Background: an optimization exercise with open tools, aiming at small area, a short achievable clock period and few clock cycles. Do not read the settings as production practice. Only simulation tests tie the RTL to the original design; equivalence was not proved. Power is estimated from default activity; no workload was simulated.

==> flow/design.v <==
module Histograma (
    input  wire        clk,
    input  wire        reset,             
    input  wire [13:0] data_ener,
    input  wire [5:0]  data_cant,
    input  wire        enable,
    input  wire        escritura_signal,
    input  wire [9:0]  dir_inicio,
    output reg  [13:0] hist_data,
    output reg  [9:0]  hist_addr,
    output reg         r_w_hist,
    output reg  [10:0] cant_ener_addr,
    output wire        r_w_cant_ener,
    output reg         fin_signal
);
  assign r_w_cant_ener = 1'b0;
  reg        run;           
  reg        stale;         
  reg        wr_pend;       
  reg [5:0]  wcnt;          
  reg [4:0]  ptr;           
  reg [4:0]  rsel;          
  reg [3:0]  rs_lo;         
  reg [7:0]  rs_hi;         
  reg        upd1;          
  reg        fwd;           
  reg [3:0]  we_lo;         
  reg [7:0]  we_hi;         
  reg        clr;           
  reg [13:0] hbin [0:31];
  wire idle       = !run && !r_w_hist;
  wire start      = idle && enable;
  wire start_wr   = (start && escritura_signal && !stale) || wr_pend;
  wire start_pass = start && !escritura_signal;
  wire ener_zero  = (data_ener == 14'd0);
  wire [4:0] ebin = data_ener[12:8];
  wire last_entry = run && ener_zero;       
  wire counted    = run && (data_cant > 6'd1) && !ener_zero && !data_ener[13];
  wire last_word  = (wcnt == 6'd33);
  wire advance    = start_wr || (r_w_hist && !last_word);
  wire [4:0] ptr_next  = advance ? ptr + 5'd1 : ptr;
  wire [3:0] ptr_lo = 4'd1 << ptr[1:0];
  wire [7:0] ptr_hi = 8'd1 << ptr[4:2];
  wire [13:0] rinc  = hist_data + 14'd1;
  integer k;
  reg [13:0] rdata;
  always @(*) begin
    rdata = 14'd0;
    for (k = 0; k < 32; k = k + 1)
      rdata = rdata | (hbin[k] & {14{rs_lo[k % 4] && rs_hi[k / 4]}});
  end
  always @(posedge clk) begin
    clr <= !reset;
    if (!reset) begin
      run            <= 1'b0;
      stale          <= 1'b0;
      wr_pend        <= 1'b0;
      r_w_hist       <= 1'b0;
      fin_signal     <= 1'b0;
      cant_ener_addr <= 11'd1;
      ptr            <= 5'd0;
      rsel           <= 5'd0;
      rs_lo          <= 4'd0;
      rs_hi          <= 8'd0;
      upd1           <= 1'b0;
      fwd            <= 1'b0;
      we_lo          <= 4'hf;
      we_hi          <= 8'hff;
    end else begin
      stale   <= last_entry;
      wr_pend <= start && escritura_signal && stale;
      upd1    <= counted;
      fwd     <= upd1 && (run ? (rsel == ebin) : (rsel == ptr));
      ptr     <= ptr_next;
      rsel    <= run ? ebin : ptr_next;
      rs_lo   <= run     ? (4'd1 << ebin[1:0]) :
                 advance ? {ptr_lo[2:0], ptr_lo[3]} : ptr_lo;
      rs_hi   <= run     ? (8'd1 << ebin[4:2]) :
                 (advance && ptr[1:0] == 2'd3) ? {ptr_hi[6:0], ptr_hi[7]} : ptr_hi;
      we_lo   <= upd1 ? (4'd1 << rsel[1:0]) : 4'd0;
      we_hi   <= 8'd1 << rsel[4:2];
      if (start_pass || (run && !ener_zero))
        cant_ener_addr <= cant_ener_addr + 11'd1;
      else
        cant_ener_addr <= 11'd1;
      if (start_pass)
        run <= 1'b1;
      else if (last_entry)
        run <= 1'b0;
      if (start_wr)
        r_w_hist <= 1'b1;
      else if (r_w_hist && last_word)
        r_w_hist <= 1'b0;
      if (start)
        fin_signal <= 1'b0;
      else if (last_entry || (r_w_hist && last_word))
        fin_signal <= 1'b1;
    end
  end
  always @(posedge clk) begin
    hist_data <= fwd ? rinc : rdata;
    wcnt      <= start_wr ? 6'd0 : wcnt + 6'd1;
    hist_addr <= start_wr ? dir_inicio : hist_addr + 10'd1;
  end
  wire [13:0] wdata = rinc & {14{!clr}};
  always @(posedge clk) begin
    for (k = 0; k < 32; k = k + 1)
      if (we_lo[k % 4] && we_hi[k / 4])
        hbin[k] <= wdata;
  end
endmodule
==> flow/config.mk <==
export PLATFORM = sky130hd
export DESIGN_NAME = Histograma
export DESIGN_NICKNAME = Histograma
export VERILOG_FILES = /design/flow/design.v
export SDC_FILE = /design/flow/constraint.sdc
export NUM_CORES = 4
export LEC_CHECK = 0
export CAP_MARGIN = 20
export CORE_MARGIN = 2
export CORE_UTILIZATION = 55
export CTS_CLUSTER_DIAMETER = 80
export CTS_CLUSTER_SIZE = 22
export SETUP_SLACK_MARGIN = 4.25
export SLEW_MARGIN = 20
==> flow/constraint.sdc <==
create_clock -name core_clock -period 6.5 [get_ports {clk}]
set_input_delay 1.3000 -clock core_clock [delete_from_list [all_inputs] [get_ports {clk}]]
set_output_delay 1.3000 -clock core_clock [all_outputs]
set_load 0.01 [all_outputs]
standard.sh (not shown) runs the stock make flow with config.mk's settings and CLKGATE_MAP_FILE= SYNTH_SCRIPT=/design/flow/synth_recipe.tcl, a recipe that flattens the netlist after the stock synthesis.
==> flow/flow/run.sh <==
#!/bin/bash
# The standard layout, with the resizer free to swap cells across footprints
# and the ports buffered with the smallest buffer (the resizer sizes them up
# where timing needs).
set -euo pipefail
bash standard.sh MATCH_CELL_FOOTPRINT=0 "BUFFER_PORTS_ARGS=-buffer_cell sky130_fd_sc_hd__buf_1" finish > flow_make.log 2>&1
The starting point completed without violations.
Testbench counts at the start, summed over its fixed seeds: cycles 19,861.
Then changed:
--- a/flow/design.v
+++ b/flow/design.v
@@ -16,6 +16,8 @@
   assign r_w_cant_ener = 1'b0;
   reg        run;           
-  reg        stale;         
-  reg        wr_pend;       
+  reg        e_val;         
+  reg        e_zero;        
+  reg        e_ok;          
+  reg [4:0]  e_bin;         
   reg [5:0]  wcnt;          
   reg [4:0]  ptr;           
@@ -31,10 +33,9 @@
   wire idle       = !run && !r_w_hist;
   wire start      = idle && enable;
-  wire start_wr   = (start && escritura_signal && !stale) || wr_pend;
+  wire start_wr   = start && escritura_signal;
   wire start_pass = start && !escritura_signal;
-  wire ener_zero  = (data_ener == 14'd0);
-  wire [4:0] ebin = data_ener[12:8];
-  wire last_entry = run && ener_zero;       
-  wire counted    = run && (data_cant > 6'd1) && !ener_zero && !data_ener[13];
+  wire last_entry = e_val && e_zero;        
+  wire take_e     = e_val && !e_zero;       
+  wire counted    = take_e && e_ok;
   wire last_word  = (wcnt == 6'd33);
   wire advance    = start_wr || (r_w_hist && !last_word);
@@ -51,9 +52,13 @@
   end
   always @(posedge clk) begin
+    e_zero <= (data_ener == 14'd0);
+    e_ok   <= (data_cant > 6'd1) && !data_ener[13];
+    e_bin  <= data_ener[12:8];
+  end
+  always @(posedge clk) begin
     clr <= !reset;
     if (!reset) begin
       run            <= 1'b0;
-      stale          <= 1'b0;
-      wr_pend        <= 1'b0;
+      e_val          <= 1'b0;
       r_w_hist       <= 1'b0;
       fin_signal     <= 1'b0;
@@ -68,17 +73,16 @@
       we_hi          <= 8'hff;
     end else begin
-      stale   <= last_entry;
-      wr_pend <= start && escritura_signal && stale;
+      e_val   <= run && !last_entry;
       upd1    <= counted;
-      fwd     <= upd1 && (run ? (rsel == ebin) : (rsel == ptr));
+      fwd     <= upd1 && (take_e ? (rsel == e_bin) : (rsel == ptr));
       ptr     <= ptr_next;
-      rsel    <= run ? ebin : ptr_next;
-      rs_lo   <= run     ? (4'd1 << ebin[1:0]) :
+      rsel    <= take_e ? e_bin : ptr_next;
+      rs_lo   <= take_e  ? (4'd1 << e_bin[1:0]) :
                  advance ? {ptr_lo[2:0], ptr_lo[3]} : ptr_lo;
-      rs_hi   <= run     ? (8'd1 << ebin[4:2]) :
+      rs_hi   <= take_e  ? (8'd1 << e_bin[4:2]) :
                  (advance && ptr[1:0] == 2'd3) ? {ptr_hi[6:0], ptr_hi[7]} : ptr_hi;
       we_lo   <= upd1 ? (4'd1 << rsel[1:0]) : 4'd0;
       we_hi   <= 8'd1 << rsel[4:2];
-      if (start_pass || (run && !ener_zero))
+      if (start_pass || (run && !last_entry))
         cant_ener_addr <= cant_ener_addr + 11'd1;
       else
Synthesized cell count is higher slightly.
Power decreases slightly.
Sequential power hardly moves.
Final cell count rises slightly.
Setup slack gains 0.022 ns.
Testbench counts after the change, summed over its fixed seeds: cycles 19,957.

[static timing again, ports no longer ideal]
The results above use ideal ports. As a check the final layouts listed here were re-extracted and re-timed, cells and wires unchanged.
Step 1 assumes that a clkbuf_16 drives the clock port and a buf_2 every other input.
Step 2 times the ports against the registers' clock, not the clock port: input delays grow and output delays shrink by t, the midpoint of the rising clock arrivals with the driver on.
Three values: ideal ports, drivers, drivers and shift; two values: the first two.
| run | shift t [ns] | setup WS [ns] | worst setup path after step 2 | worst register clock-pin slew, ns | pins driven straight from the clock port |
|---|---|---|---|---|---|
| the first run | 0.641 | 4.068 / 4.011 / 3.731 | input to register | 0.09 / 0.09 | 1 |
| the second run | 0.637 | 4.090 / 4.032 / 3.868 | input to register | 0.10 / 0.10 | 1 |
After both steps every run listed still meets setup and hold. The setup slack of the first run, which loses most, moves by -0.057 ns with the drivers and by -0.337 ns with both steps.
